What follows belongs to an exercise in optimizing a design on an open flow for small area and a short achievable clock period; a production flow would make more cautious choices. The RTL was checked by simulation tests, not by an equivalence proof against the original design. Power figures rest on the tool's default switching activity, not on a simulated workload.

[design/flow/config.mk]
export PLATFORM = sky130hd
export DESIGN_NAME = pic_buffer_v2
export DESIGN_NICKNAME = pic_buffer_v2
export VERILOG_FILES = /design/flow/design.v
export SDC_FILE = /design/flow/constraint.sdc
export NUM_CORES = 4
export LEC_CHECK = 0
export CAP_MARGIN = 20
export CORE_MARGIN = 2
export CORE_UTILIZATION = 70
export CTS_CLUSTER_DIAMETER = 60
export CTS_CLUSTER_SIZE = 24
export PLACE_DENSITY = 0.75
export SETUP_SLACK_MARGIN = 2.4
export SLEW_MARGIN = 20
export SYNTH_MEMORY_MAX_BITS = 16384
[design/flow/design.v]
`timescale 1ns/1ps
module pic_buffer_v2 #(
    parameter DSIZE = 8,
    parameter IMAGE_WIDTH = 256,
    parameter IMAGE_LENGTH= 256,
    parameter BUFFER_SIZE = IMAGE_WIDTH*2+3
) (
    input               clk,
    input               rst_n,
    input               frame_start,
    input               shift,
    input  [DSIZE-1:0]  sr_in,
    output              rng_flag,
    output              sr_pixel_valid,
    output [DSIZE-1:0]  sr_pixel_0, sr_pixel_1, sr_pixel_2,
    output [DSIZE-1:0]  sr_pixel_3, sr_pixel_4, sr_pixel_5,
    output [DSIZE-1:0]  sr_pixel_6, sr_pixel_7, sr_pixel_8
);
localparam W     = IMAGE_WIDTH;
localparam NPOS  = IMAGE_WIDTH*IMAGE_LENGTH;       
localparam PSIZE = $clog2(NPOS);                   
localparam CW    = $clog2(IMAGE_WIDTH);            
localparam RW    = PSIZE - CW;                     
localparam OSIZE = $clog2(IMAGE_WIDTH+2);          
localparam PRE   = IMAGE_WIDTH+1;                  
localparam NS    = 2*W+2;
reg              valid;
reg              rng;
reg [OSIZE-1:0]  oc;           
reg              init;         
reg              lastf;        
reg              bsf;          
reg [CW-1:0]     col;
reg [RW-1:0]     row;
reg              tt, bb, ll, rr;   
reg              at, ab, al, ar;   
wire adv  = !frame_start & init & (shift | bsf) & !lastf;
wire hold = valid & !frame_start & !lastf & !(shift | bsf);
wire pre  = !frame_start & shift & !init;
wire row_top  = (row == {RW{1'b0}});
wire row_m1   = (row == {RW{1'b1}} - 1'b1);
wire row_last = (row == {RW{1'b1}});
wire col_m1   = (col[CW-1:1] == {(CW-1){1'b1}});      
wire col_m3   = (col == W-3);
always @(posedge clk, negedge rst_n) begin
    if (!rst_n) begin
        valid <= 1'b0;
        oc    <= 'd0;
        init  <= 1'b0;
        rng   <= 1'b0;
        bsf   <= 1'b0;
        lastf <= 1'b0;
    end else begin
        rng <= oc[OSIZE-1] | (shift & rng);
        if (frame_start) begin
            oc   <= 'd0;
            init <= 1'b0;
        end else if (pre) begin
            oc   <= oc + 1'b1;
            init <= (oc == PRE-1);
        end
        if (adv) begin
            valid <= 1'b1;
            bsf   <= valid & (bsf | (row_m1 & col_m3));
            lastf <= ab & ar;
        end else if (!hold) begin
            valid <= 1'b0;
            bsf   <= 1'b0;
            lastf <= 1'b0;
        end
    end
end
always @(posedge clk) begin
    if (adv) begin
        if (valid)
            {row, col} <= {row, col} + 1'b1;
        else
            {row, col} <= 'd0;
        {tt, bb, ll, rr} <= {at, ab, al, ar};
        if (valid) begin
            at <= row_top & !col_m1;
            ab <= row_last | (row_m1 & col_m1);
            al <= ar;
            ar <= col_m3;
        end else begin
            at <= 1'b1;
            ab <= 1'b0;
            al <= 1'b0;
            ar <= 1'b0;
        end
    end else if (!hold) begin
        {at, ab, al, ar} <= 4'b1010;
    end
end
wire [DSIZE-1:0] din = shift ? sr_in : {DSIZE{1'b0}};
reg  [DSIZE*NS-1:0] sr;
always @(posedge clk)
    sr <= {sr[DSIZE*(NS-1)-1:0], din};
wire [DSIZE-1:0] n00 = sr[DSIZE*(2*W+1)+DSIZE-1:DSIZE*(2*W+1)], n01 = sr[DSIZE*(2*W)+DSIZE-1:DSIZE*(2*W)], n02 = sr[DSIZE*(2*W-1)+DSIZE-1:DSIZE*(2*W-1)];
wire [DSIZE-1:0] n10 = sr[DSIZE*(W+1)+DSIZE-1:DSIZE*(W+1)],   n11 = sr[DSIZE*(W)+DSIZE-1:DSIZE*(W)],   n12 = sr[DSIZE*(W-1)+DSIZE-1:DSIZE*(W-1)];
wire [DSIZE-1:0] n20 = sr[DSIZE*(1)+DSIZE-1:DSIZE*(1)],     n21 = sr[DSIZE*(0)+DSIZE-1:DSIZE*(0)],   n22 = din;
function [8*DSIZE-1:0] win;
    input t, b, l, r;
    input [DSIZE-1:0] a0, a1, a2, b0, b1, b2, c0, c1, c2;
    reg [DSIZE-1:0] r00, r01, r02, r20, r21, r22;
    begin
        r00 = t ? b0 : a0;  r01 = t ? b1 : a1;  r02 = t ? b2 : a2;
        r20 = b ? b0 : c0;  r21 = b ? b1 : c1;  r22 = b ? b2 : c2;
        win = { l ? r01 : r00, r01, r ? r01 : r02,
                l ? b1  : b0,       r ? b1  : b2,
                l ? r21 : r20, r21, r ? r21 : r22 };
    end
endfunction
wire nv = adv | hold;
wire nt = adv ? at : tt;
wire nb = adv ? ab : bb;
wire nl = adv ? al : ll;
wire nr = adv ? ar : rr;
wire [8*DSIZE-1:0] wn = win(nt, nb, nl, nr, n00, n01, n02, n10, n11, n12, n20, n21, n22);
reg [8*DSIZE-1:0] ow;
always @(posedge clk, negedge rst_n) begin
    if (!rst_n)
        ow <= 'd0;
    else
        ow <= {8*DSIZE{nv}} & wn;
end
assign rng_flag       = rng;
assign sr_pixel_valid = valid;
assign {sr_pixel_0, sr_pixel_1, sr_pixel_2, sr_pixel_3,
        sr_pixel_5, sr_pixel_6, sr_pixel_7, sr_pixel_8} = ow;
assign sr_pixel_4 = sr[DSIZE*(W+1)+DSIZE-1:DSIZE*(W+1)];
endmodule
[design/flow/run.sh]
#!/bin/bash
# synth_recipe.tcl (not shown) runs the flow's synth.tcl, then flattens the netlist and writes it again
# the make line also repeats each setting of config.mk as NAME=value (left out here)
make -C /OpenROAD-flow-scripts/flow DESIGN_CONFIG=/design/flow/config.mk WORK_HOME=/design/flow/orfs CLKGATE_MAP_FILE= SYNTH_SCRIPT=/design/flow/synth_recipe.tcl finish
[design/flow/constraint.sdc]
create_clock -name core_clock -period 4.6 [get_ports {clk}]
set_input_delay 0.9200 -clock core_clock [delete_from_list [all_inputs] [get_ports {clk}]]
set_output_delay 0.9200 -clock core_clock [all_outputs]
set_load 0.01 [all_outputs]
==> results of run 1 <==
## worst register-to-register path, cell delays in order, from the launching register on
cell	delay (ns)
dfrtp_1	0.41
nor2_2	0.14
and3b_2	0.30
buf_4	0.17
mux2i_4	0.17
buf_4	0.18
inv_2	0.19
nand2_4	0.21
o22ai_1	0.23
## layout make-up
type | count | share of cell area (%)
Sequential cell | 4214 | 89.26
Antenna cell | 3 | 0.007885
Clock buffer | 214 | 5.423
Timing Repair Buffer | 108 | 0.8727
Tap cell | 1637 | 2.151
Multi-Input combinational cell | 272 | 2.007
Clock inverter | 16 | 0.2405
Inverter | 9 | 0.03548
## report_power, final
part / internal [mW] / switching [mW] / total [mW]
Combinational: 0.0195 / 0.0310 / 0.0506
Clock: 8.10 / 10.3 / 18.4
Sequential: 36.7 / 0.0566 / 36.7
Total: 44.8 / 10.4 / 55.1
## worst max-delay path by stage
stage | from | slack, ns | to
after floorplan | frame_start | 2.16 | ow[45]$_DFF_PN0_
after global placement | shift | 0.76 | ow[47]$_DFF_PN0_
after detailed placement | shift | 0.69 | ow[47]$_DFF_PN0_
after CTS | sr[2063]$_DFF_P_ | 2.16 | sr_pixel_4[7]
after global routing | sr[2063]$_DFF_P_ | 2.17 | sr_pixel_4[7]
final | sr[2063]$_DFF_P_ | 2.23 | sr_pixel_4[7]
## logic make-up after synthesis
family / count (synthesis) / synth area share [%]
xor+xnor: 22 / 0.2214
simple gates: 139 / 0.7707
mux: 52 / 0.6902
flops: 4214 / 97.62
fa+ha+maj: 4 / 0.05752
compound gates: 55 / 0.3738
buf+inv: 36 / 0.2617
## synth_stat cells (all sizes together), types with 3 or more instances
| cell type | instances |
|---|---|
| nor2 | 32 |
| and2 | 23 |
| inv | 9 |
| dfrtp | 78 |
| nand3 | 7 |
| xor2 | 10 |
| clkbuf | 10 |
| nand2 | 51 |
| mux2i | 51 |
| buf | 17 |
| ha | 4 |
| and4 | 4 |
| nand4 | 4 |
| o22ai | 32 |
| a21oi | 19 |
| and3 | 6 |
| dfxtp | 4116 |
| xnor2 | 12 |
| nor3 | 4 |
| edfxtp | 20 |
| nor2b | 3 |
## registers in the layout (all words and copies together), names as in the netlist, 8 cells and up
| name | count |
|---|---|
| col | 8 |
| oc | 9 |
| sr | 4112 |
| row | 8 |
| ow | 64 |
## per-layer routing
layer,global-route usage (%),vias to the layer above,part of all wire (%),routed length [um]
met5,0,-,0.035,34
met4,5.890,6,2.6,2600
met3,4.056,185,5.1,4989
met2,22.66,453,41,40100
met1,24.50,13440,52,50800
li1,-,14440,-,-
## per-stage QoR
step           util, %  std cells  hold slack [ns]  power, mW  worst slack [ns]
6_report         77.10       6473           0.1295      55.13             2.228
5_1_grt          77.10       6470           0.1194      56.96             2.166
4_1_cts          76.99       6465           0.2745      55.66             2.163
3_5_place_dp     72.75       6225           0.3121      37.62            0.6940
3_3_place_gp     72.75       6225           0.3106      37.62            0.7595
2_1_floorplan        -       4522           0.3096      37.57             2.157
## what timing repair did
item / CTS / global route
gates resized for setup: 339 / 23
setup endpoints to repair: 163 / 102
setup buffers: 10 / 5
## layout by cell type (no fill, tap or decap), types with 2 or more instances in the layout
| cell type | count |
|---|---|
| dfxtp_1 | 4108 |
| clkbuf_16 | 204 |
| dfrtp_1 | 77 |
| buf_2 | 49 |
| nand2_1 | 47 |
| mux2i_1 | 33 |
| o22ai_1 | 32 |
| nor2_1 | 30 |
| buf_6 | 26 |
| and2_1 | 23 |
| buf_4 | 21 |
| edfxtp_1 | 20 |
| a21oi_1 | 19 |
| mux2i_2 | 12 |
| xnor2_1 | 12 |
| xor2_1 | 10 |
| clkbuf_1 | 8 |
| clkdlybuf4s50_1 | 8 |
| inv_1 | 7 |
| nand3_1 | 7 |
| dfxtp_4 | 7 |
| mux2i_4 | 6 |
| and3_1 | 6 |
| nor3_1 | 4 |
| nand4_1 | 4 |
| and4_1 | 4 |
| ha_1 | 4 |
| inv_6 | 4 |
| clkinv_8 | 4 |
| diode_2 | 3 |
| nor2b_1 | 3 |
| inv_2 | 2 |
| nand2_2 | 2 |
| nand2_4 | 2 |
| inv_16 | 2 |
| clkbuf_8 | 2 |
| inv_12 | 2 |
| buf_8 | 2 |
==> results_dict.tcl, run 1 <==
set metrics [dict create \
    wl_per_cell_um 15.22 \
    avgSynthCellArea_sq_um 19.24 \
    clock.fmax_mhz 421.5 \
    drv_cap 0 \
    finalInstanceArea_sq_um 95200 \
    fill_cells 6632 \
    worst_slew_pin_slew_ns 0.7369 \
    grt_pass1_vias 30040 \
    hold_viol_final 0 \
    clock_sinks 4214 \
    synth-async-reset-ratio_pct 1.851 \
    critPathLaunchType "flop" \
    multi_input_area_sq_um 1911 \
    critPathTopFamily "flip-flops" \
    placed_area_sq_um 89820 \
    finalCritPeriodShare_pct 51.57 \
    ys.flop_type "dfxtp_1" \
    coreArea_sq_um 123500 \
    clockRootBuffer "clkbuf_16" \
    ioPinCount 86 \
    critPathMaxFanout 4 \
    grt_max_degree 50 \
    rows 129 \
    rsz0062_at_grt "true" \
    cts_max_path_buffers 3 \
    endpoint_kind "output port" \
    r2r_cells 8 \
    finClkSkew_ns 0.02223 \
    wl_mm 98.52 \
    yosysSeqAreaShare_pct 97.62 \
    io_buffers 85 \
    synth_area_sq_um 87020 \
    p_per_area_nw_per_um2 579.1 \
    vias 28530 \
    drive_above_1_share_pct 7.449 \
    numCtsBuffers 196 \
    ant_nets 0 \
    areaGrowthSynthToFinish_pct 9.405 \
    synth_area_leader_cell "dfxtp_1" \
    initial_utilization_pct 70.47 \
    setup_tns_ns 0 \
    first_pass_iters 5 \
    die_w_um 356.6 \
    setup_viol 0 \
    cts-hold-fix-buffers 0 \
    path_cells "buf_12 -> buf_6" \
    fin_nets 4817 \
    worstPathArrival_ns 1.45 \
    ys_warn_count 1 \
    clkTransAtPathRegs_ns 0.09 \
    slew_headroom_pct 50.81 \
    antenna_found_initial 9 \
    cp_num_buf_inv 2 \
    die_h_um 356.6 \
    grt_pass1_wl_mm 161.9 \
    drtIter0Drc 1664 \
    via_per_inst 4.407 \
    track_usage_pct 16.12 \
    regToRegStartpoint "bsf$_DFFE_PN0P_" \
    synth_edf_count 20 \
    maxSlewViolCount 0 \
    synthCells 4522 \
    drcViolationCount 0 \
    synth_top_area_share_pct 94.69 \
    synth.net_count 4538 \
    cts_tree "built" \
    ys_ff_latch 4214 \
    ir_drop_v 0.0004592 \
    critPathKind "reg2out" \
    dp_hpwl_mm 43.53 \
    grt-ovfl-total 0 \
    cp.depth 2 \
    synth.top_cells.by_area "dfxtp_1 95%, dfrtp_1 2.2%, edfxtp_1 0.69%, mux2i_1 0.52%, o22ai_1 0.23%" \
    crit_path_top_delay_cell "dfxtp_4" \
    cts.htree.levels 4 \
    register_area_sq_um 84980 \
    required_ns 3.68 \
    rrSetupSlack_ns 2.51 \
    place_congestion 0.7924 \
    ys_types 39 \
    die-area_sq_um 127100 \
    r2r_end "ow[63]$_DFF_PN0_" \
    status "finished clean" \
    p_leak_nw 38.48 \
    insertion_delay_ns 0.81 \
    min_path_type "in2async" \
    max_stage_delay_ns 0.37 \
    period_minus_slack_ns 2.372 \
]
==> run 2, diff against run 1 <==
==> design/flow/flow/run.sh (new file) <==
#!/bin/bash
set -euo pipefail
export CTS_ARGS="-sink_clustering_enable -repair_clock_nets -sink_clustering_size 24 -sink_clustering_max_diameter 60 -dont_use_dummy_load"
bash standard.sh > standard_flow.log 2>&1
==> design/flow/standard.sh (new file) <==
#!/bin/bash
# synth_recipe.tcl (not shown) runs the flow's synth.tcl, then flattens the netlist and writes it again
# the make line also repeats each setting of config.mk as NAME=value (left out here)
make -C /OpenROAD-flow-scripts/flow DESIGN_CONFIG=/design/flow/config.mk WORK_HOME=/design/flow/orfs CLKGATE_MAP_FILE= SYNTH_SCRIPT=/design/flow/synth_recipe.tcl "${@:-finish}"
--- a/design/flow/config.mk
+++ b/design/flow/config.mk
@@ -7,10 +7,10 @@
 export LEC_CHECK = 0
 export CAP_MARGIN = 20
 export CORE_MARGIN = 2
-export CORE_UTILIZATION = 70
+export CORE_UTILIZATION = 60
 export CTS_CLUSTER_DIAMETER = 60
 export CTS_CLUSTER_SIZE = 24
-export PLACE_DENSITY = 0.75
+export PLACE_DENSITY = 0.7
 export SETUP_SLACK_MARGIN = 2.4
 export SLEW_MARGIN = 20
 export SYNTH_MEMORY_MAX_BITS = 16384
removed: design/flow/run.sh
==> run 2 against run 1 <==
  * Still clean on timing, DRC and antenna
  * Non-clock buffer count increased by 12
  * Fmax increased by 2.6%
  * Clock power decreased by 4%
  * Critical endpoint is now sr_pixel_4[5]
  * Global-route usage decreased by 3.5 points
  * Power decreased by 1.4%
==> results_dict.tcl, run 2 <==
set metrics [dict create \
    largest_reg_flops 4112 \
    final_cell_mix "4,108 x dfxtp_1, 201 x clkbuf_16, 77 x dfrtp_1, 49 x nand2_1, 42 x buf_6" \
    critPathTopFamily "flip-flops" \
    ioPinCount 86 \
    r2r_cells 7 \
    synth_adder_area_share_pct 0.05751 \
    max_stage_delay_ns 0.47 \
    synth_commonest_cells "4,116 x dfxtp_1, 78 x dfrtp_1, 50 x nand2_1" \
    clkTransAtPathRegs_ns 0.09 \
    final_common_cell "dfxtp_1" \
    setup_viol 0 \
    r2r_end "ow[58]$_DFF_PN0_" \
    synthCells 4522 \
    critPathKind "reg2out" \
    synth.top_cells.by_area "dfxtp_1 95%, dfrtp_1 2.2%, edfxtp_1 0.69%, mux2i_1 0.52%, o22ai_1 0.23%" \
    initial_utilization_pct 60.50 \
    die-area_sq_um 148100 \
    synth_area_sq_um 87020 \
    synthSimpleGateAreaFrac_pct 0.7707 \
    ys_warn_count 1 \
    synth.most_common_cell "dfxtp_1" \
    cp.depth 1 \
    required_ns 3.68 \
    avgSynthCellArea_sq_um 19.24 \
    drtIter0Drc 1366 \
    regToRegStartpoint "lastf$_DFFE_PN0P_" \
    clockRootBuffer "clkbuf_16" \
    grt-ovfl-total 0 \
    coreArea_sq_um 143800 \
    clock.fmax_mhz 432.5 \
    holdWs_ns 0.1652 \
    setup_tns_ns 0 \
    place_congestion 0.7331 \
    top_register "sr" \
    p_leak_nw 38.36 \
    vias 28100 \
    synth-async-reset-ratio_pct 1.851 \
    grt_max_degree 79 \
    cts_tree "built" \
    synth-xor-area-share_pct 0.2214 \
    areaGrowthSynthToFinish_pct 9.639 \
    via_per_inst 4.181 \
    io_buffers 85 \
    ant_nets 0 \
    worst_slew_pin_slew_ns 0.7174 \
    startpoint "sr[2061]$_DFF_P_" \
    synth_area_leader_cell "dfxtp_1" \
    worstPathArrival_ns 1.39 \
    synth.net_count 4538 \
    synth_edf_count 20 \
    wl_mm 91.08 \
    track_usage_pct 12.64 \
    period_minus_slack_ns 2.312 \
    ir_drop_v 0.0003727 \
    grt_pass1_vias 28440 \
    synth_compound_area_share_pct 0.3738 \
    fin_nets 4835 \
    min_path_type "in2async" \
    maxSlewViolCount 0 \
    first_pass_iters 4 \
    finalCritPeriodShare_pct 50.27 \
    ys_types 39 \
    crit_path_top_delay_cell "dfxtp_4" \
    die_h_um 384.8 \
    status "finished clean" \
    grt_pass1_wl_mm 150.6 \
    finClkSkew_ns 0.06099 \
    synth.area.mux_share_pct 0.6902 \
    hold_viol_final 0 \
    fill_cells 9624 \
    rows 139 \
    crit_end "sr_pixel_4[5]" \
    top_regs "sr x4112, ow x64, oc x9" \
    clock_sinks 4214 \
    ys_ff_latch 4214 \
    cts_max_path_buffers 3 \
    path_cells "buf_6" \
    ys.flop_type "dfxtp_1" \
    antenna_found_initial 8 \
    slew_headroom_pct 52.17 \
    rrSetupSlack_ns 2.71 \
    rsz0062_at_grt "true" \
    drv_cap 0 \
    critPathMaxFanout 2 \
    synth_top_area_share_pct 94.69 \
    insertion_delay_ns 0.80 \
    wl_per_cell_um 13.55 \
    numCtsBuffers 201 \
    critPathLaunchType "flop" \
    die_w_um 384.8 \
    cts.htree.levels 4 \
    cp_num_buf_inv 1 \
    endpoint_kind "output port" \
    drcViolationCount 0 \
    synth_top_family_by_area "simple AND/OR/NAND/NOR gates" \
    cts-hold-fix-buffers 0 \
    p_per_area_nw_per_um2 570.1 \
    dp_hpwl_mm 42.89 \
    yosysSeqAreaShare_pct 97.62 \
    drive_above_1_share_pct 7.245 \
]
==> run 2: per-layer routing <==
layer,GRT usage (%),part of all wire (%),vias up
met3,3.252,5.0,186
met5,0,0.013,-
met2,15.71,35,387
li1,-,-,14430
met4,4.499,2.6,2
met1,20.91,57,13100
==> run 2: layout make-up <==
type / instances / area [sq um] / share of cell area (%)
Antenna cell: 1 / 2.502 / 0.002623
Clock buffer: 201 / 5030 / 5.272
Inverter: 9 / 33.78 / 0.03541
Multi-Input combinational cell: 273 / 1947 / 2.041
Sequential cell: 4214 / 84980 / 89.07
Tap cell: 1903 / 2381 / 2.496
Timing Repair Buffer: 120 / 1030 / 1.079
==> run 2: stage by stage <==
stage | area [sq um] | total power [mW] | utilization, % | std cells | worst slack [ns]
after CTS | 95110 | 55.04 | 66.13 | 6710 | 2.197
after floorplan | 87080 | 37.57 | - | 4522 | 2.157
after global routing | 95400 | 56.35 | 66.33 | 6720 | 2.170
after detailed placement | 90200 | 37.62 | 62.71 | 6496 | 1.081
after global placement | 90200 | 37.63 | 62.71 | 6496 | 1.092
final | 95410 | 54.39 | 66.33 | 6721 | 2.288
==> run 2: logic make-up after synthesis <==
family | count (synthesis)
fa+ha+maj | 4
simple gates | 139
xor+xnor | 22
buf+inv | 36
flops | 4214
compound gates | 55
mux | 52
==> run 2: worst min-delay path by stage <==
stage | startpoint | to | slack, ns | cells after the start
finish | rst_n | oc[1]$_DFFE_PN0P_ | 0.17 | 1
global route | rst_n | oc[0]$_DFFE_PN0P_ | 0.16 | 1
CTS | rst_n | oc[1]$_DFFE_PN0P_ | 0.26 | 1
detailed placement | sr[1285]$_DFF_P_ | sr[1293]$_DFF_P_ | 0.31 | 0
global placement | sr[3741]$_DFF_P_ | sr[3749]$_DFF_P_ | 0.31 | 0
floorplan | sr[992]$_DFF_P_ | sr[1000]$_DFF_P_ | 0.31 | 0
==> run 2: power breakdown <==
part	internal (mW)	switching [mW]
combinational	0.0206	0.0308
clock	7.77	9.85
sequential	36.7	0.0545
==> run 2: what timing repair did <==
item                                    4_1_cts  5_1_grt
gates cloned                                  0        1
gates resized for setup                     339       34
setup buffers                                13        9
endpoints found under the setup margin      144      112
==> run 3, diff against run 2 <==
--- a/design/flow/design.v
+++ b/design/flow/design.v
@@ -24,7 +24,8 @@
 localparam OSIZE = $clog2(IMAGE_WIDTH+2);          
 localparam PRE   = IMAGE_WIDTH+1;                  
 localparam NS    = 2*W+2;
-reg              valid;
+reg              valid;        
+reg              vn;           
 reg              rng;
 reg [OSIZE-1:0]  oc;           
 reg              init;         
@@ -35,7 +36,7 @@
 reg              tt, bb, ll, rr;   
 reg              at, ab, al, ar;   
 wire adv  = !frame_start & init & (shift | bsf) & !lastf;
-wire hold = valid & !frame_start & !lastf & !(shift | bsf);
+wire hold = !vn & !frame_start & !lastf & !(shift | bsf);
 wire pre  = !frame_start & shift & !init;
 wire row_top  = (row == {RW{1'b0}});
 wire row_m1   = (row == {RW{1'b1}} - 1'b1);
@@ -45,6 +46,7 @@
 always @(posedge clk, negedge rst_n) begin
     if (!rst_n) begin
         valid <= 1'b0;
+        vn    <= 1'b1;
         oc    <= 'd0;
         init  <= 1'b0;
         rng   <= 1'b0;
@@ -59,12 +61,12 @@
             oc   <= oc + 1'b1;
             init <= (oc == PRE-1);
         end
+        valid <= adv | hold;
+        vn    <= !(adv | hold);
         if (adv) begin
-            valid <= 1'b1;
-            bsf   <= valid & (bsf | (row_m1 & col_m3));
+            bsf   <= !vn & (bsf | (row_m1 & col_m3));
             lastf <= ab & ar;
         end else if (!hold) begin
-            valid <= 1'b0;
             bsf   <= 1'b0;
             lastf <= 1'b0;
         end
@@ -72,12 +74,12 @@
 end
 always @(posedge clk) begin
     if (adv) begin
-        if (valid)
+        if (!vn)
             {row, col} <= {row, col} + 1'b1;
         else
             {row, col} <= 'd0;
         {tt, bb, ll, rr} <= {at, ab, al, ar};
-        if (valid) begin
+        if (!vn) begin
             at <= row_top & !col_m1;
             ab <= row_last | (row_m1 & col_m1);
             al <= ar;
@@ -93,12 +95,19 @@
     end
 end
 wire [DSIZE-1:0] din = shift ? sr_in : {DSIZE{1'b0}};
-reg  [DSIZE*NS-1:0] sr;
-always @(posedge clk)
-    sr <= {sr[DSIZE*(NS-1)-1:0], din};
-wire [DSIZE-1:0] n00 = sr[DSIZE*(2*W+1)+DSIZE-1:DSIZE*(2*W+1)], n01 = sr[DSIZE*(2*W)+DSIZE-1:DSIZE*(2*W)], n02 = sr[DSIZE*(2*W-1)+DSIZE-1:DSIZE*(2*W-1)];
-wire [DSIZE-1:0] n10 = sr[DSIZE*(W+1)+DSIZE-1:DSIZE*(W+1)],   n11 = sr[DSIZE*(W)+DSIZE-1:DSIZE*(W)],   n12 = sr[DSIZE*(W-1)+DSIZE-1:DSIZE*(W-1)];
-wire [DSIZE-1:0] n20 = sr[DSIZE*(1)+DSIZE-1:DSIZE*(1)],     n21 = sr[DSIZE*(0)+DSIZE-1:DSIZE*(0)],   n22 = din;
+reg  [DSIZE*(W+1)-1:0]  sra;
+reg  [DSIZE*(NS-W-2)-1:0] srb;
+reg  [DSIZE-1:0]    p4, srn;
+wire [DSIZE-1:0]    t_w1 = ~srn;    
+always @(posedge clk) begin
+    sra <= {sra[DSIZE*W-1:0], din};
+    srn <= ~sra[DSIZE*(W+1)-1:DSIZE*W];
+    p4  <= sra[DSIZE*(W+1)-1:DSIZE*W];
+    srb <= {srb[DSIZE*(NS-W-3)-1:0], t_w1};
+end
+wire [DSIZE-1:0] n00 = srb[DSIZE*((2*W+1)-W-2)+DSIZE-1:DSIZE*((2*W+1)-W-2)], n01 = srb[DSIZE*((2*W)-W-2)+DSIZE-1:DSIZE*((2*W)-W-2)], n02 = srb[DSIZE*((2*W-1)-W-2)+DSIZE-1:DSIZE*((2*W-1)-W-2)];
+wire [DSIZE-1:0] n10 = t_w1,        n11 = sra[DSIZE*(W)+DSIZE-1:DSIZE*(W)],   n12 = sra[DSIZE*(W-1)+DSIZE-1:DSIZE*(W-1)];
+wire [DSIZE-1:0] n20 = sra[DSIZE*(1)+DSIZE-1:DSIZE*(1)],     n21 = sra[DSIZE*(0)+DSIZE-1:DSIZE*(0)],   n22 = din;
 function [8*DSIZE-1:0] win;
     input t, b, l, r;
     input [DSIZE-1:0] a0, a1, a2, b0, b1, b2, c0, c1, c2;
@@ -128,5 +137,5 @@
 assign sr_pixel_valid = valid;
 assign {sr_pixel_0, sr_pixel_1, sr_pixel_2, sr_pixel_3,
         sr_pixel_5, sr_pixel_6, sr_pixel_7, sr_pixel_8} = ow;
-assign sr_pixel_4 = sr[DSIZE*(W+1)+DSIZE-1:DSIZE*(W+1)];
+assign sr_pixel_4 = p4;
 endmodule
==> run 3 against run 2 <==
  * Synthesized area is 0.19% higher
  * Sequential power is essentially flat
  * Critical endpoint is now sr_pixel_6[3]
  * Worst setup slack got worse by 0.12 ns
  * Still clean
  * Worst hold slack better by 0.024 ns
  * Clock skew rose by 0.0088 ns
  * Wire length up 4.7%
  * First-iteration DRC count fell by 3.4%
  * Global-route usage is 0.47 points higher
  * Highest routed layer is now met4
  * Register-to-register slack got worse by 0.12 ns
==> results_dict.tcl, run 3 <==
set metrics [dict create \
    status "finished clean" \
    antenna_found_initial 4 \
    final_cell_mix "4,123 x dfxtp_1, 200 x clkbuf_16, 68 x dfrtp_1, 51 x a21oi_1, 44 x nor2_1" \
    total_power_mw 54.57 \
    clock_sinks 4223 \
    clock.fmax_mhz 411.0 \
    setup_tns_ns 0 \
    grt_util_met3_pct 3.200 \
    synth.top_cells.by_area "dfxtp_1 95%, dfrtp_1 2.2%, edfxtp_1 0.69%, mux2i_1 0.38%, a21oi_1 0.29%" \
    grt_pass1_wl_mm 154.3 \
    clockRootBuffer "clkbuf_16" \
    endpoint_kind "output port" \
    synth-async-reset-ratio_pct 1.871 \
    cts.htree.levels 4 \
    rrSetupSlack_ns 2.59 \
    synth_edf_count 20 \
    period_minus_slack_ns 2.433 \
    p_seq_share_pct 67.5 \
    vias 28460 \
    grt-busiest-layer "met1" \
    min_path_type "in2async" \
    drv_cap 0 \
    insertion_delay_ns 0.80 \
    synth.net_count 4576 \
    grt-ovfl-total 0 \
    critPathLaunchType "flop" \
    critPathMaxFanout 1 \
    initial_utilization_pct 60.54 \
    first_pass_iters 5 \
    finalCritPeriodShare_pct 52.90 \
    crit_path_top_delay_cell "dfrtp_2" \
    p_sw_share_pct 18.44 \
    drtIter0Drc 1319 \
    synth.most_common_cell "dfxtp_1" \
    rows 139 \
    p_per_area_nw_per_um2 571.4 \
    hold_viol_final 0 \
    fin_nets 4864 \
    critPathKind "reg2out" \
    place_congestion 0.7447 \
    max_stage_delay_ns 0.55 \
    numCtsBuffers 200 \
    synth_area_leader_cell "dfxtp_1" \
    drcViolationCount 0 \
    worst_slew_pin_slew_ns 0.7742 \
    use_met1_pct 21.75 \
    grt.met2_usage_pct 16.32 \
    largest_reg_flops 2056 \
    ys_warn_count 1 \
    io_buffers 85 \
    setup_viol 0 \
    ys_ff_latch 4223 \
    maxSlewViolCount 0 \
    finClkSkew_ns 0.06978 \
    wl_mm 95.32 \
    avgSynthCellArea_sq_um 19.12 \
    grt_max_degree 80 \
    cts_tree "built" \
    track_usage_pct 13.11 \
    clockPowerShare_pct 32.4 \
    required_ns 3.68 \
    synth_top_area_share_pct 94.70 \
    cp_num_buf_inv 1 \
    synthCells 4560 \
    wl_per_cell_um 14.12 \
    worstPathArrival_ns 1.51 \
    top_regs "sra x2056, srb x2048, ow x64" \
    ys.flop_type "dfxtp_1" \
    yosysSeqAreaShare_pct 97.66 \
    coreArea_sq_um 144000 \
    p_leak_nw 38.36 \
    combPwrFrac_pct 0.2 \
    areaGrowthSynthToFinish_pct 9.554 \
    top_register "sra" \
    holdWs_ns 0.1895 \
    die-area_sq_um 148400 \
    die_h_um 385.2 \
    synth_area_sq_um 87180 \
    clkTransAtPathRegs_ns 0.09 \
    ant_nets 0 \
    via_per_inst 4.216 \
    cts_max_path_buffers 3 \
    ir_drop_v 0.0004382 \
    stdcell_count 6750 \
    synth_commonest_cells "4,124 x dfxtp_1, 78 x dfrtp_1, 51 x a21oi_1" \
    slew_headroom_pct 48.39 \
    dpl.cell_count 6532 \
    rsz0062_at_grt "true" \
    path_cells "buf_6" \
    critPathTopFamily "flip-flops" \
    ioPinCount 86 \
    internal-power_mw 44.51 \
    post-route-util_pct 66.33 \
    die_w_um 385.2 \
    grt_pass1_vias 28540 \
    p_sw_mw 10.06 \
    ys_types 47 \
    drive_above_1_share_pct 7.037 \
    dp_hpwl_mm 47.43 \
    final_common_cell "dfxtp_1" \
]
run 3: logic make-up after synthesis:
logic type / synth area share, %
AO/OA/AOI/OAI: 0.6444
XOR/XNOR: 0.1909
adder cells (fa/ha/maj): 0.05741
buffers and inverters: 0.2669
flip-flops: 97.66
multiplexers: 0.4047
AND/OR/NAND/NOR: 0.7793
run 3: cell type report:
class / count / area, sq um
flip-flops and latches: 4223 / 85150
fillers: 9554 / 48490
clock buffers: 200 / 5005
well taps: 1903 / 2381
multi-input cells: 294 / 1959
repair buffers: 103 / 892.1
inverters: 26 / 118.9
diodes: 1 / 2.502
run 3: power by group through the flow:
stage | clock network (mW) | registers (mW) | logic, mW
after global routing | 19.5 | 36.8 | 0.100
after detailed placement | 0 | 37.7 | 0.0901
final | 17.7 | 36.8 | 0.0917
after floorplan | 0 | 37.6 | 0.0358
after CTS | 18.2 | 36.8 | 0.0912
after global placement | 0 | 37.7 | 0.0879
run 3: path summary, 6_finish.rpt:
kind,startpoint,to,depth (start not counted)
max in group asynchronous,rst_n,ow[35]$_DFF_PN0_,1
min in group core_clock,srb[2007]$_DFF_P_,srb[2015]$_DFF_P_,0
worst max register to register,init$_DFFE_PN0P_,ow[58]$_DFF_PN0_,6
worst max-delay path,ow[19]$_DFF_PN0_,sr_pixel_6[3],1
worst min-delay path,rst_n,ow[44]$_DFF_PN0_,1
worst min register to register,srb[2007]$_DFF_P_,srb[2015]$_DFF_P_,0
run 3: what timing repair did:
item,CTS,global route
pin swaps,4,1
endpoints found under the setup margin,142,109
cloned,2,0
hold buffers,0,0
buffers inserted,12,3
gates resized for setup,357,27
run 3: per-stage QoR:
step	cell area [sq um]	worst slack, ns
final	95510	2.167
after global routing	95510	2.119
after CTS	95340	2.122
after detailed placement	90380	0.8903
after global placement	90380	0.9278
after floorplan	87280	2.160
run 3: per-layer routing:
layer / vias up / routed length [um]
met3: 187 / 4389
met1: 13300 / 54760
met5: - / 0
met4: 0 / 2542
met2: 422 / 33630
li1: 14550 / -
==> run 4, diff against run 3 <==
==> design/flow/flow/run.sh (replaced) <==
#!/bin/bash
# The standard layout, with two changes:
#  - after placement, each register that drives an output port is moved next
#    to that port's buffer and the placement is legalised again;
#  - clock tree synthesis without dummy loads on the leaf buffers.
set -euo pipefail
export CTS_ARGS="-sink_clustering_enable -repair_clock_nets -sink_clustering_size 30 -sink_clustering_max_diameter 60 -dont_use_dummy_load"
R=orfs/results/${FLOW_PLATFORM}/pic_buffer_v2/base
bash standard.sh place > place_flow.log 2>&1
MOVE_IN=$R/3_place.odb MOVE_OUT=$R/3_place_moved.odb \
  openroad -no_init -exit flow/move_out_regs.tcl > move_out_regs.log 2>&1
mv -f $R/3_place_moved.odb $R/3_place.odb
touch $R/3_place.odb $R/3_place.sdc
bash standard.sh > finish_flow.log 2>&1
==> design/flow/flow/move_out_regs.tcl (new file) <==
# Pull each register that drives an output port (through its port buffer and
# any repair buffers) next to that port buffer, then legalise. The registers'
# inputs have ample slack; their outputs are the critical paths.
set odb_in  $::env(MOVE_IN)
set odb_out $::env(MOVE_OUT)
read_db $odb_in
set block [ord::get_db_block]

proc driver_inst {net} {
  if {$net == "NULL"} { return "NULL" }
  foreach it [$net getITerms] {
    if {[$it isOutputSignal]} { return [$it getInst] }
  }
  return "NULL"
}
proc is_reg {inst} {
  return [string match "*__df*" [[$inst getMaster] getName]]
}
proc data_in_net {inst} {
  foreach it [$inst getITerms] {
    if {[$it isInputSignal]} { return [$it getNet] }
  }
  return "NULL"
}

set moved 0
foreach bt [$block getBTerms] {
  if {[$bt getIoType] != "OUTPUT"} { continue }
  set obuf [driver_inst [$bt getNet]]
  if {$obuf == "NULL"} { continue }
  set inst [driver_inst [data_in_net $obuf]]
  set hops 0
  while {$inst != "NULL" && ![is_reg $inst] && $hops < 3} {
    set inst [driver_inst [data_in_net $inst]]
    incr hops
  }
  if {$inst == "NULL" || ![is_reg $inst]} { continue }
  # only registers whose output goes nowhere else but towards this port
  set qn "NULL"
  foreach it [$inst getITerms] { if {[$it isOutputSignal] && [$it getNet] != "NULL"} { set qn [$it getNet] } }
  if {[llength [$qn getITerms]] > 2 && $hops == 0} { continue }
  set loc [$obuf getLocation]
  $inst setLocation [lindex $loc 0] [lindex $loc 1]
  incr moved
}
puts "moved $moved output registers"
if {[info exists ::env(CELL_PAD_IN_SITES_DETAIL_PLACEMENT)]} {
  set_placement_padding -global -left $::env(CELL_PAD_IN_SITES_DETAIL_PLACEMENT) -right $::env(CELL_PAD_IN_SITES_DETAIL_PLACEMENT)
}
detailed_placement
check_placement -verbose
write_db $odb_out
==> run 4 against run 3 <==
  * Still clean on timing, DRC and antenna
  * Synthesized area stayed put
  * Via count is 0.58% lower
  * First-iteration DRC count decreased by 9.5%
  * Synthesized cell count is the same
  * Worst setup slack better by 0.18 ns
  * Sequential share of layout area increased by 0.30 points
  * Global-route usage decreased by 0.12 points
  * Wire length fell by 0.60%
  * Register-to-register slack worse by 0.19 ns
  * Clock skew up 0.0094 ns
  * Critical path type unchanged
  * Largest cell class unchanged
==> results_dict.tcl, run 4 <==
set metrics [dict create \
    cts_tree "built" \
    grt_pass1_wl_mm 152.2 \
    critPathKind "reg2out" \
    coreArea_sq_um 144000 \
    via_per_inst 4.203 \
    min_path_type "in2async" \
    grt_pass1_vias 28060 \
    ir_drop_v 0.0003417 \
    synth.net_count 4576 \
    status "finished clean" \
    path_cells "buf_2" \
    clockRootBuffer "clkbuf_16" \
    die_h_um 385.2 \
    largest_reg_flops 2056 \
    cts.htree.levels 4 \
    synth_adder_area_share_pct 0.05741 \
    areaGrowthSynthToFinish_pct 9.177 \
    period_minus_slack_ns 2.249 \
    critPathTopFamily "flip-flops" \
    placed_area_sq_um 90380 \
    synth_commonest_cells "4,124 x dfxtp_1, 78 x dfrtp_1, 51 x a21oi_1" \
    drcViolationCount 0 \
    grt_max_degree 80 \
    finalInstanceArea_sq_um 95180 \
    top_register "sra" \
    ys_ff_latch 4223 \
    worstPathArrival_ns 1.33 \
    finClkSkew_ns 0.07917 \
    drive_above_1_share_pct 7.020 \
    slew_headroom_pct 44.12 \
    ys_types 47 \
    synth_area_sq_um 87180 \
    synthSimpleGateAreaFrac_pct 0.7793 \
    dp_hpwl_mm 47.43 \
    synth-xor-area-share_pct 0.1909 \
    top_regs "sra x2056, srb x2048, ow x64" \
    die-area_sq_um 148400 \
    worst_slew_pin_slew_ns 0.8382 \
    endpoint_kind "output port" \
    cts-hold-fix-buffers 0 \
    crit_path_top_delay_cell "dfrtp_1" \
    yosysSeqAreaShare_pct 97.66 \
    regToRegStartpoint "bsf$_DFFE_PN0P_" \
    hold_viol_final 0 \
    synth_compound_area_share_pct 0.6444 \
    vias 28290 \
    ioPinCount 86 \
    cts_max_path_buffers 3 \
    cp_num_buf_inv 1 \
    ant_nets 0 \
    synth_area_leader_cell "dfxtp_1" \
    track_usage_pct 12.99 \
    critPathMaxFanout 2 \
    synth_top_family_by_area "simple AND/OR/NAND/NOR gates" \
    synth-async-reset-ratio_pct 1.871 \
    final_common_cell "dfxtp_1" \
    clock_sinks 4223 \
    final_cell_mix "4,117 x dfxtp_1, 174 x clkbuf_16, 77 x dfrtp_1, 53 x buf_6, 48 x a21oi_1" \
    io_buffers 85 \
    synth_top_area_share_pct 94.70 \
    setup_tns_ns 0 \
    rrSetupSlack_ns 2.40 \
    synthCells 4560 \
    ys.flop_type "dfxtp_1" \
    fin_nets 4847 \
    total_power_mw 53.27 \
    synth.top_cells.by_area "dfxtp_1 95%, dfrtp_1 2.2%, edfxtp_1 0.69%, mux2i_1 0.38%, a21oi_1 0.29%" \
    rows 139 \
    required_ns 3.68 \
    first_pass_iters 4 \
    finalCritPeriodShare_pct 48.89 \
    max_stage_delay_ns 0.42 \
    num_antenna_cells 0 \
    drtIter0Drc 1194 \
    clkTransAtPathRegs_ns 0.10 \
    insertion_delay_ns 0.79 \
    r2r_cells 9 \
    synth_edf_count 20 \
    maxSlewViolCount 0 \
    grt-ovfl-total 0 \
    antenna_found_initial 11 \
    place_congestion 0.7447 \
    r2r_end "ow[46]$_DFF_PN0_" \
    p_per_area_nw_per_um2 559.7 \
    initial_utilization_pct 60.54 \
    wl_per_cell_um 14.07 \
    setup_viol 0 \
    numCtsBuffers 174 \
    avgSynthCellArea_sq_um 19.12 \
    synth.most_common_cell "dfxtp_1" \
    p_leak_nw 38.09 \
    synth.area.mux_share_pct 0.4047 \
    ys_warn_count 1 \
    rsz0062_at_grt "true" \
    clock.fmax_mhz 444.7 \
    wl_mm 94.75 \
    critPathLaunchType "flop" \
    drv_cap 0 \
    holdWs_ns 0.2189 \
    die_w_um 385.2 \
]
==> run 4: cell counts after synthesis <==
No cell type changed its count.
==> run 4: area by class of cell <==
| cell class | count | area, sq um |
|---|---|---|
| sequential | 4223 | 85150 |
| fill | 9532 | 48820 |
| clock buffer | 174 | 4354 |
| tap | 1903 | 2381 |
| multi-input combinational | 295 | 2133 |
| timing repair buffer | 110 | 1037 |
| inverter | 26 | 118.9 |
| timing repair inverter | 1 | 8.758 |
==> run 4: what timing repair did <==
item	CTS	global route
endpoints found under the setup margin	142	90
resized for setup	383	41
cloned	2	2
setup buffers	18	4
pin swaps	9	4
endpoints found under the hold margin	0	0
==> run 4: how the worst max path moves through the flow <==
| stage | from | to | slack, ns | depth (start not counted) |
|---|---|---|---|---|
| final | rng$_DFF_PN0_ | rng_flag | 2.35 | 1 |
| after floorplan | frame_start | ow[5]$_DFF_PN0_ | 2.16 | 7 |
| after detailed placement | frame_start | ow[47]$_DFF_PN0_ | 0.89 | 7 |
| after global placement | frame_start | ow[47]$_DFF_PN0_ | 0.93 | 7 |
| after CTS | rng$_DFF_PN0_ | rng_flag | 2.27 | 1 |
| after global routing | ow[3]$_DFF_PN0_ | sr_pixel_8[3] | 2.26 | 1 |
==> run 4: where the power goes <==
group	internal [mW]	leakage [nW]	switching, mW
sequential	36.8	34.6	0.0621
combinational	0.0364	1.33	0.0736
clock	6.78	2.14	9.56
total	43.6	38.1	9.69
==> run 4: logic make-up after synthesis <==
logic type / after synthesis
AO/OA/AOI/OAI: 95
multiplexers: 34
adder cells (fa/ha/maj): 4
XOR/XNOR: 19
AND/OR/NAND/NOR: 140
flip-flops: 4223
buffers and inverters: 45
==> run 4: per-stage QoR <==
stage          setup slack, ns  instances  utilization (%)
2_1_floorplan            2.160       4560                -
3_3_place_gp            0.9278       6532            62.76
3_5_place_dp            0.8903       6532            62.76
4_1_cts                  2.268       6726            65.91
5_1_grt                  2.257       6732            66.10
6_report                 2.351       6732            66.10
==> run 4: metal layers <==
metal  vias to the layer above  wire length, um  GRT usage (%)
met5                         -                0              0
met4                         0             2179          4.042
met3                       172             5032          3.187
met2                       351            33400          16.26
met1                     13240            54130          21.69
li1                      14530                -              -
==> run 5, diff against run 4 <==
--- a/design/flow/flow/run.sh
+++ b/design/flow/flow/run.sh
@@ -4,7 +4,7 @@
 #    to that port's buffer and the placement is legalised again;
 #  - clock tree synthesis without dummy loads on the leaf buffers.
 set -euo pipefail
-export CTS_ARGS="-sink_clustering_enable -repair_clock_nets -sink_clustering_size 30 -sink_clustering_max_diameter 60 -dont_use_dummy_load"
+export CTS_ARGS="-sink_clustering_enable -repair_clock_nets -sink_clustering_size 24 -sink_clustering_max_diameter 60 -dont_use_dummy_load"
 R=orfs/results/${FLOW_PLATFORM}/pic_buffer_v2/base
 bash standard.sh place > place_flow.log 2>&1
 MOVE_IN=$R/3_place.odb MOVE_OUT=$R/3_place_moved.odb \
--- a/design/flow/config.mk
+++ b/design/flow/config.mk
@@ -7,10 +7,10 @@
 export LEC_CHECK = 0
 export CAP_MARGIN = 20
 export CORE_MARGIN = 2
-export CORE_UTILIZATION = 60
+export CORE_UTILIZATION = 65
 export CTS_CLUSTER_DIAMETER = 60
 export CTS_CLUSTER_SIZE = 24
-export PLACE_DENSITY = 0.7
+export PLACE_DENSITY = 0.75
 export SETUP_SLACK_MARGIN = 2.4
 export SLEW_MARGIN = 20
 export SYNTH_MEMORY_MAX_BITS = 16384
==> run 5 against run 4 <==
  * Final cell count decreased by 1.6%
  * Still clean
  * Via count increased by 2.2%
  * Critical path type unchanged
  * Sequential power about the same
  * First-iteration DRC count increased by 28%
  * Critical path depth unchanged
  * Largest power group unchanged
  * Core utilization increased by 5.6 points
  * Largest cell class unchanged
  * Non-clock buffer count unchanged
  * Count of clock-buffer cells in the layout increased by 24
  * Fmax decreased by 0.81%
  * Synthesized area unchanged
  * Critical endpoint is now sr_pixel_8[4]
==> results_dict.tcl, run 5 <==
set metrics [dict create \
    status "finished clean" \
    cts_max_path_buffers 3 \
    grt_pass1_wl_mm 163.2 \
    drcViolationCount 0 \
    drtIter0Drc 1525 \
    initial_utilization_pct 65.41 \
    synth_area_sq_um 87180 \
    ys_types 47 \
    maxSlewViolCount 0 \
    min_path_type "in2async" \
    dpl.cell_count 6396 \
    r2r_end "ow[3]$_DFF_PN0_" \
    antenna_found_initial 11 \
    place_congestion 0.7680 \
    wl_mm 100.8 \
    grt_pass1_vias 29460 \
    final_common_cell "dfxtp_1" \
    critPathTopFamily "flip-flops" \
    hold_viol_final 0 \
    die_h_um 370.2 \
    vias 28900 \
    numCtsBuffers 198 \
    first_pass_iters 5 \
    drive_above_1_share_pct 7.339 \
    path_cells "buf_6" \
    post-route-util_pct 71.69 \
    ioPinCount 86 \
    die-area_sq_um 137100 \
    cts-hold-fix-buffers 0 \
    grt-ovfl-total 0 \
    grt_max_degree 80 \
    top_register "sra" \
    finClkSkew_ns 0.06933 \
    track_usage_pct 15.18 \
    top_regs "sra x2056, srb x2048, ow x64" \
    synthCells 4560 \
    synth_edf_count 20 \
    clkTransAtPathRegs_ns 0.09 \
    cts.htree.levels 4 \
    p_per_area_nw_per_um2 569.5 \
    via_per_inst 4.364 \
    setup_viol 0 \
    clock.fmax_mhz 441.1 \
    critPathKind "reg2out" \
    avgSynthCellArea_sq_um 19.12 \
    rrSetupSlack_ns 2.46 \
    synth.net_count 4576 \
    fill_cells 7941 \
    rsz0062_at_grt "true" \
    drv_cap 0 \
    critPathLaunchType "flop" \
    cp_num_buf_inv 1 \
    die_w_um 370.2 \
    finalInstanceArea_sq_um 95560 \
    fin_nets 4869 \
    coreArea_sq_um 133300 \
    yosysSeqAreaShare_pct 97.66 \
    stdcell_count 6623 \
    insertion_delay_ns 0.80 \
    crit_path_top_delay_cell "dfrtp_1" \
    multi_input_area_sq_um 2088 \
    ys.flop_type "dfxtp_1" \
    synth-async-reset-ratio_pct 1.871 \
    synth.most_common_cell "dfxtp_1" \
    endpoint_kind "output port" \
    final_cell_mix "4,117 x dfxtp_1, 198 x clkbuf_16, 77 x dfrtp_1, 53 x buf_6, 48 x a21oi_1" \
    worst_slew_pin_slew_ns 0.8562 \
    worstPathArrival_ns 1.35 \
    max_stage_delay_ns 0.41 \
    finalCritPeriodShare_pct 49.29 \
    dp_hpwl_mm 47.75 \
    clockRootBuffer "clkbuf_16" \
    required_ns 3.68 \
    register_area_sq_um 85150 \
    placed_area_sq_um 90200 \
    critPathMaxFanout 1 \
    ir_drop_v 0.0003974 \
    largest_reg_flops 2056 \
    ant_nets 0 \
    slew_headroom_pct 42.92 \
    wl_per_cell_um 15.21 \
    synth_commonest_cells "4,124 x dfxtp_1, 78 x dfrtp_1, 51 x a21oi_1" \
    cts_tree "built" \
    setup_tns_ns 0 \
    synth.top_cells.by_area "dfxtp_1 95%, dfrtp_1 2.2%, edfxtp_1 0.69%, mux2i_1 0.38%, a21oi_1 0.29%" \
    clock_sinks 4223 \
    r2r_cells 8 \
    synth_top_area_share_pct 94.70 \
    ys_ff_latch 4223 \
    synth_area_leader_cell "dfxtp_1" \
    ys_warn_count 1 \
    rows 134 \
    regToRegStartpoint "bsf$_DFFE_PN0P_" \
    p_leak_nw 38.38 \
    areaGrowthSynthToFinish_pct 9.608 \
    period_minus_slack_ns 2.267 \
    total_power_mw 54.42 \
    io_buffers 85 \
]
[run 5: changes by cell type in the layout (fill, tap and decap cells not counted), sizes merged]
| cell | change |
|---|---|
| clkdlybuf4s15 | +1 |
| buf | +1 |
| clkbuf | +23 |
| and2 | -1 |
| clkinv | -1 |
| dlygate4sd2 | -1 |
| diode | +4 |
[run 5: where the power goes]
group | total, mW | leakage (nW) | switching (mW) | internal [mW]
logic | 0.106 | 1.32 | 0.0700 | 0.0361
registers | 36.8 | 34.6 | 0.0668 | 36.7
clock network | 17.5 | 2.44 | 9.84 | 7.66
total | 54.4 | 38.4 | 9.98 | 44.4
[run 5: kinds of logic after synthesis]
family	after synthesis	share of synthesized area [%]
DFF	4223	97.66
and+or+nand+nor	140	0.7793
AOI/OAI and AO/OA	95	0.6444
buffers and inverters	45	0.2669
muxes	34	0.4047
xor gates and xnor gates	19	0.1909
adders and majority gates	4	0.05741
[run 5: repair_timing]
| action | in CTS | in global routing |
|---|---|---|
| setup buffers | 15 | 8 |
| endpoints found under the setup margin | 143 | 107 |
| gates cloned | 2 | 0 |
| pin swaps | 7 | 6 |
| gates resized for setup | 397 | 30 |
[run 5: how the worst max path moves through the flow]
stage / startpoint / to / slack, ns / depth (start not counted)
after floorplan: frame_start / ow[5]$_DFF_PN0_ / 2.16 / 7
after CTS: ow[4]$_DFF_PN0_ / sr_pixel_8[4] / 2.23 / 1
after detailed placement: shift / ow[47]$_DFF_PN0_ / 0.74 / 7
after global placement: shift / ow[47]$_DFF_PN0_ / 0.81 / 7
final: ow[4]$_DFF_PN0_ / sr_pixel_8[4] / 2.33 / 1
after global routing: ow[4]$_DFF_PN0_ / sr_pixel_8[4] / 2.25 / 1
[run 5: final cells by class]
type                       count  area share, %
tap                         1768          2.315
clock buffer                 198          5.185
antenna                        4        0.01047
multi-input combinational    294          2.185
inverter                      26         0.1244
timing repair buffer         110          1.074
sequential                  4223          89.11
[run 5: stage by stage]
stage	hold WS, ns	setup slack, ns
2_1_floorplan	0.3096	2.160
3_3_place_gp	0.3099	0.8092
3_5_place_dp	0.3121	0.7392
4_1_cts	0.2874	2.227
5_1_grt	0.2273	2.254
6_report	0.2186	2.333
[run 5: per-layer routing]
layer	wire, um	global-route usage (%)	up-vias
met2	40540	20.99	435
met4	2197	4.917	4
li1	-	-	14590
met3	4810	3.391	170
met1	53190	23.83	13710
met5	21	0	-
==> run 6, diff against run 5 <==
--- a/design/flow/config.mk
+++ b/design/flow/config.mk
@@ -11,6 +11,6 @@
 export CTS_CLUSTER_DIAMETER = 60
 export CTS_CLUSTER_SIZE = 24
 export PLACE_DENSITY = 0.75
-export SETUP_SLACK_MARGIN = 2.4
+export SETUP_SLACK_MARGIN = 2.7
 export SLEW_MARGIN = 20
 export SYNTH_MEMORY_MAX_BITS = 16384
==> run 6 against run 5 <==
  * Sequential share of layout area down 0.90 points
  * Wire length grew 5.3%
  * Clock skew rose by 0.025 ns
  * Critical endpoint is now sr_pixel_6[1]
==> results_dict.tcl, run 6 <==
set metrics [dict create \
    status "finished clean" \
    synth_edf_count 20 \
    synth_area_sq_um 87180 \
    synth_adder_area_share_pct 0.05741 \
    critPathKind "reg2out" \
    drv_cap 0 \
    areaGrowthSynthToFinish_pct 10.73 \
    ioPinCount 86 \
    fin_nets 4906 \
    synth_top_area_share_pct 94.70 \
    synth-async-reset-ratio_pct 1.871 \
    synthCells 4560 \
    cts_max_path_buffers 3 \
    clkTransAtPathRegs_ns 0.09 \
    ys.flop_type "dfxtp_1" \
    synth_compound_area_share_pct 0.6444 \
    clock_sinks 4223 \
    grt_util_met3_pct 3.216 \
    finalCritPeriodShare_pct 49.88 \
    cp_num_buf_inv 1 \
    path_cells "buf_6" \
    required_ns 3.68 \
    finClkSkew_ns 0.09420 \
    p_leak_nw 38.67 \
    insertion_delay_ns 0.81 \
    drtIter0Drc 1430 \
    worstPathArrival_ns 1.37 \
    yosysSeqAreaShare_pct 97.66 \
    cp.depth 1 \
    critPathTopFamily "flip-flops" \
    top_register "sra" \
    place_congestion 0.7381 \
    worst_slew_pin_slew_ns 0.8197 \
    final_common_cell "dfxtp_1" \
    ys_warn_count 1 \
    crit_end "sr_pixel_6[1]" \
    grt_pass1_vias 30660 \
    maxSlewViolCount 0 \
    grt.met2_usage_pct 23.17 \
    dpl.cell_count 6396 \
    first_pass_iters 5 \
    holdWs_ns 0.2075 \
    cts_tree "built" \
    synth_area_leader_cell "dfxtp_1" \
    track_usage_pct 15.92 \
    wl_per_cell_um 15.93 \
    ys_ff_latch 4223 \
    dp_hpwl_mm 48.42 \
    drcViolationCount 0 \
    initial_utilization_pct 65.41 \
    cts.htree.levels 4 \
    grt_max_degree 80 \
    synth-xor-area-share_pct 0.1909 \
    grt_pass1_wl_mm 170.0 \
    synthSimpleGateAreaFrac_pct 0.7793 \
    antenna_found_initial 6 \
    r2r_end "ow[19]$_DFF_PN0_" \
    ys_types 47 \
    max_stage_delay_ns 0.41 \
    synth.net_count 4576 \
    rrSetupSlack_ns 2.51 \
    use_met1_pct 24.16 \
    clockRootBuffer "clkbuf_16" \
    rsz0062_at_grt "true" \
    setup_viol 0 \
    slew_headroom_pct 45.35 \
    synth.area.mux_share_pct 0.4047 \
    crit_path_top_delay_cell "dfrtp_1" \
    cts-hold-fix-buffers 0 \
    hold_viol_final 0 \
    vias 29040 \
    r2r_cells 8 \
    stdcell_count 6657 \
    top_regs "sra x2056, srb x2048, ow x64" \
    avgSynthCellArea_sq_um 19.12 \
    critPathMaxFanout 1 \
    coreArea_sq_um 133300 \
    final_cell_mix "4,118 x dfxtp_1, 200 x clkbuf_16, 77 x dfrtp_1, 66 x buf_6, 36 x a21oi_1" \
    p_per_area_nw_per_um2 565.3 \
    synth_commonest_cells "4,124 x dfxtp_1, 78 x dfrtp_1, 51 x a21oi_1" \
    endpoint_kind "output port" \
    rows 134 \
    die_h_um 370.2 \
    grt-ovfl-total 0 \
    startpoint "ow[17]$_DFF_PN0_" \
    die-area_sq_um 137100 \
    die_w_um 370.2 \
    ir_drop_v 0.0004297 \
    regToRegStartpoint "init$_DFFE_PN0P_" \
    min_path_type "in2async" \
    largest_reg_flops 2056 \
    wl_mm 106.1 \
    period_minus_slack_ns 2.295 \
    grt-busiest-layer "met1" \
    synth_top_family_by_area "simple AND/OR/NAND/NOR gates" \
    critPathLaunchType "flop" \
    synth.top_cells.by_area "dfxtp_1 95%, dfrtp_1 2.2%, edfxtp_1 0.69%, mux2i_1 0.38%, a21oi_1 0.29%" \
    synth.most_common_cell "dfxtp_1" \
    ant_nets 0 \
    setup_tns_ns 0 \
    clock.fmax_mhz 435.8 \
    io_buffers 85 \
    drive_above_1_share_pct 9.390 \
    numCtsBuffers 199 \
    via_per_inst 4.362 \
]
## run 6: changes by cell type in the layout (fill, tap and decap cells not counted), moves of 12 or more
cell     before  now
a21oi_1      48   36
mux2i_4       2   20
nand2_1      40   26
o22ai_2       3   19
buf_6        53   66
o22ai_1      26    4
## run 6: timing repair
item,in CTS,in global routing
pin swaps,21,19
resized for setup,478,71
setup endpoints to repair,155,135
buffers inserted,41,12
gates cloned,4,4
## run 6: area by class of cell
cell class | instances | area (sq um)
antenna | 1 | 2.502
clock buffer | 199 | 4980
fill | 7752 | 36750
inverter | 26 | 133.9
multi-input combinational | 297 | 2678
sequential | 4223 | 85150
tap | 1768 | 2212
timing repair buffer | 141 | 1365
timing repair inverter | 2 | 17.52
## run 6: cells by family (layout without fill, tap and decap cells)
| group | count (synthesis) | in the layout |
|---|---|---|
| AOI/OAI and AO/OA | 95 | 95 |
| xor gates and xnor gates | 19 | 19 |
| adders and majority gates | 4 | 4 |
| buffers and inverters | 45 | 368 |
| DFF | 4223 | 4223 |
| muxes | 34 | 34 |
| other | 0 | 1 |
| and+or+nand+nor | 140 | 145 |
## run 6: worst min path at each step
stage                            startpoint           endpoint  slack, ns
after floorplan            sra[992]$_DFF_P_  sra[1000]$_DFF_P_       0.31
after global placement    sra[1991]$_DFF_P_  sra[1999]$_DFF_P_       0.31
after detailed placement  sra[1015]$_DFF_P_  sra[1023]$_DFF_P_       0.31
after CTS                 srb[2007]$_DFF_P_  srb[2015]$_DFF_P_       0.29
after global routing                  rst_n   ow[51]$_DFF_PN0_       0.21
final                                 rst_n   ow[31]$_DFF_PN0_       0.21
## run 6: per-stage QoR
step | cell area (sq um) | utilization (%) | worst slack (ns) | power [mW]
finish | 96540 | 72.43 | 2.305 | 54.57
detailed placement | 90200 | 67.67 | 0.5937 | 37.76
global route | 96540 | 72.43 | 2.233 | 56.33
floorplan | 87280 | - | 2.160 | 37.67
CTS | 96050 | 72.06 | 2.213 | 55.04
global placement | 90200 | 67.67 | 0.6944 | 37.76
## run 6: layer usage
layer / share of wire (%) / vias to the layer above / wire length, um
met2: 42 / 392 / 44480
met3: 3.7 / 185 / 3925
met4: 2.4 / 0 / 2558
met5: 0 / - / 0
met1: 52 / 13800 / 55110
li1: - / 14660 / -
## run 6: power breakdown
part | total, mW | leakage (nW) | switching (mW) | internal, mW
Combinational | 0.122 | 1.59 | 0.0794 | 0.0423
Clock | 17.6 | 2.45 | 9.94 | 7.70
Sequential | 36.8 | 34.6 | 0.0694 | 36.7
Total | 54.6 | 38.7 | 10.1 | 44.5
==> run 7, diff against run 6 <==
--- a/design/flow/config.mk
+++ b/design/flow/config.mk
@@ -7,10 +7,10 @@
 export LEC_CHECK = 0
 export CAP_MARGIN = 20
 export CORE_MARGIN = 2
-export CORE_UTILIZATION = 65
+export CORE_UTILIZATION = 60
 export CTS_CLUSTER_DIAMETER = 60
 export CTS_CLUSTER_SIZE = 24
-export PLACE_DENSITY = 0.75
-export SETUP_SLACK_MARGIN = 2.7
+export PLACE_DENSITY = 0.7
+export SETUP_SLACK_MARGIN = 2.4
 export SLEW_MARGIN = 20
 export SYNTH_MEMORY_MAX_BITS = 16384
==> run 7 against run 6 <==
  * Design area shrank 0.75%
  * Sequential share of layout area grew 0.66 points
  * Register-to-register slack lost 0.06 ns
  * Global-route usage shrank 2.7 points
  * Clock power is essentially flat
  * Synthesized area is the same
==> results_dict.tcl, run 7 <==
set metrics [dict create \
    num_antenna_cells 0 \
    hold_viol_final 0 \
    first_pass_iters 4 \
    final_common_cell "dfxtp_1" \
    clock.fmax_mhz 442.2 \
    die-area_sq_um 148400 \
    rrSetupSlack_ns 2.45 \
    vias 28500 \
    clkTransAtPathRegs_ns 0.09 \
    path_cells "buf_6" \
    synth_commonest_cells "4,124 x dfxtp_1, 78 x dfrtp_1, 51 x a21oi_1" \
    coreArea_sq_um 144000 \
    ir_drop_v 0.0003790 \
    grt_max_degree 80 \
    cts_max_path_buffers 3 \
    top_register "sra" \
    synth_top_area_share_pct 94.70 \
    cts-hold-fix-buffers 0 \
    drive_above_1_share_pct 7.440 \
    rsz0062_at_grt "true" \
    critPathKind "reg2out" \
    grt-ovfl-total 0 \
    critPathMaxFanout 1 \
    die_w_um 385.2 \
    ant_nets 0 \
    critPathTopFamily "flip-flops" \
    areaGrowthSynthToFinish_pct 9.904 \
    startpoint "ow[29]$_DFF_PN0_" \
    grt_pass1_wl_mm 155.2 \
    track_usage_pct 13.22 \
    crit_path_top_delay_cell "dfrtp_1" \
    slew_headroom_pct 42.10 \
    cp_num_buf_inv 1 \
    synth_edf_count 20 \
    ys_ff_latch 4223 \
    antenna_found_initial 11 \
    die_h_um 385.2 \
    yosysSeqAreaShare_pct 97.66 \
    finClkSkew_ns 0.06995 \
    ioPinCount 86 \
    place_congestion 0.7447 \
    maxSlewViolCount 0 \
    worstPathArrival_ns 1.34 \
    period_minus_slack_ns 2.261 \
    drtIter0Drc 1156 \
    synth.top_cells.by_area "dfxtp_1 95%, dfrtp_1 2.2%, edfxtp_1 0.69%, mux2i_1 0.38%, a21oi_1 0.29%" \
    top_regs "sra x2056, srb x2048, ow x64" \
    fin_nets 4870 \
    synth.net_count 4576 \
    synthCells 4560 \
    regToRegStartpoint "init$_DFFE_PN0P_" \
    p_per_area_nw_per_um2 568.7 \
    worst_slew_pin_slew_ns 0.8685 \
    avgSynthCellArea_sq_um 19.12 \
    holdWs_ns 0.2161 \
    p_leak_nw 38.40 \
    required_ns 3.68 \
    synth_area_sq_um 87180 \
    via_per_inst 4.219 \
    ys_warn_count 1 \
    dp_hpwl_mm 47.43 \
    numCtsBuffers 202 \
    rows 139 \
    post-route-util_pct 66.54 \
    ys.flop_type "dfxtp_1" \
    grt_pass1_vias 28610 \
    status "finished clean" \
    insertion_delay_ns 0.80 \
    largest_reg_flops 2056 \
    clockRootBuffer "clkbuf_16" \
    cts_tree "built" \
    synth-async-reset-ratio_pct 1.871 \
    wl_mm 95.78 \
    ys_types 47 \
    setup_viol 0 \
    finalCritPeriodShare_pct 49.16 \
    io_buffers 85 \
    synth.most_common_cell "dfxtp_1" \
    critPathLaunchType "flop" \
    wl_per_cell_um 14.18 \
    synth_area_leader_cell "dfxtp_1" \
    r2r_end "ow[19]$_DFF_PN0_" \
    drcViolationCount 0 \
    drv_cap 0 \
    min_path_type "in2async" \
    r2r_cells 7 \
    initial_utilization_pct 60.54 \
    endpoint_kind "output port" \
    clock_sinks 4223 \
    cts.htree.levels 4 \
    final_cell_mix "4,119 x dfxtp_1, 202 x clkbuf_16, 77 x dfrtp_1, 51 x buf_6, 48 x a21oi_1" \
    setup_tns_ns 0 \
    max_stage_delay_ns 0.41 \
]
-- run 7: where the power goes --
part	internal [mW]	switching [mW]	total (mW)
Combinational	0.0366	0.0738	0.110
Clock	7.80	9.77	17.6
Sequential	36.7	0.0617	36.8
Total	44.6	9.90	54.5
-- run 7: cell families (layout without fill, tap and decap cells) --
family,after synthesis,after routing,synth area share [%]
compound gates,95,95,0.6444
xor+xnor,19,19,0.1909
fa+ha+maj,4,4,0.05741
buf+inv,45,335,0.2669
flops,4223,4223,97.66
mux,34,34,0.4047
simple gates,140,142,0.7793
-- run 7: area by class of cell --
cell class,instances,area (sq um)
clock buffers,202,5055
fillers,9494,48190
inverters,26,118.9
multi-input cells,294,2120
flip-flops and latches,4223,85150
well taps,1903,2381
repair buffers,107,996.0
-- run 7: metrics by stage --
stage / setup WS (ns) / total power [mW] / cell area [sq um] / cells
6_report: 2.339 / 54.49 / 95820 / 6755
2_1_floorplan: 2.160 / 37.67 / 87280 / 4560
3_3_place_gp: 0.9278 / 37.76 / 90380 / 6532
3_5_place_dp: 0.8903 / 37.76 / 90380 / 6532
4_1_cts: 2.247 / 55.02 / 95640 / 6754
5_1_grt: 2.257 / 56.37 / 95820 / 6755
-- run 7: worst max path at each step --
stage | slack (ns) | cells past startpoint | endpoint
after global placement | 0.93 | 7 | ow[47]$_DFF_PN0_
final | 2.34 | 1 | sr_pixel_5[5]
after CTS | 2.25 | 1 | sr_pixel_5[5]
after global routing | 2.26 | 1 | sr_pixel_5[5]
after detailed placement | 0.89 | 7 | ow[47]$_DFF_PN0_
after floorplan | 2.16 | 7 | ow[5]$_DFF_PN0_
-- run 7: routing by layer --
layer,track usage [%],routed length [um],vias to the layer above,part of all wire [%]
li1,-,-,14580,-
met1,21.63,54180,13330,57
met2,16.87,34410,392,36
met3,3.143,4774,193,5.0
met4,4.691,2397,2,2.5
met5,0,13,-,0.014
-- run 7: repair_timing --
action	in CTS	in global routing
pin swaps	7	0
gates resized for setup	387	33
buffers inserted	18	1
cloned	2	0
setup endpoints to repair	142	91

==> what the ideal ports hide <==
In the flow no input, the clock included, has a driving cell. The finished layouts below were timed again as built, in two steps.
Step 1: set_driving_cell puts a clkbuf_16 on clk and a buf_2 on each other input, an assumption about the parent block.
Step 2 times the ports against the registers' clock, not the clock port: input delays grow and output delays shrink by t, the midpoint of the rising clock arrivals with the driver on.
Slacks: no drivers / after step 1 / after step 2; pairs: no drivers / after step 1.
| run | t, ns | setup slack, ns | pins driven straight from the clock port |
|---|---|---|---|
| run 1 | 0.877 | 2.228 / 2.156 / 1.576 | 1 |
| run 2 | 0.840 | 2.288 / 2.218 / 1.523 | 1 |
| run 3 | 0.851 | 2.167 / 2.092 / 1.618 | 1 |
| run 4 | 0.829 | 2.351 / 2.279 / 1.573 | 1 |
| run 5 | 0.836 | 2.333 / 2.261 / 1.587 | 1 |
| run 6 | 0.847 | 2.305 / 2.231 / 1.681 | 1 |
| run 7 | 0.846 | 2.339 / 2.265 / 1.579 | 1 |
After both steps every run listed still meets setup and hold. The setup slack of run 4, which loses most, moves by -0.072 ns with the drivers and by -0.778 ns with both steps.
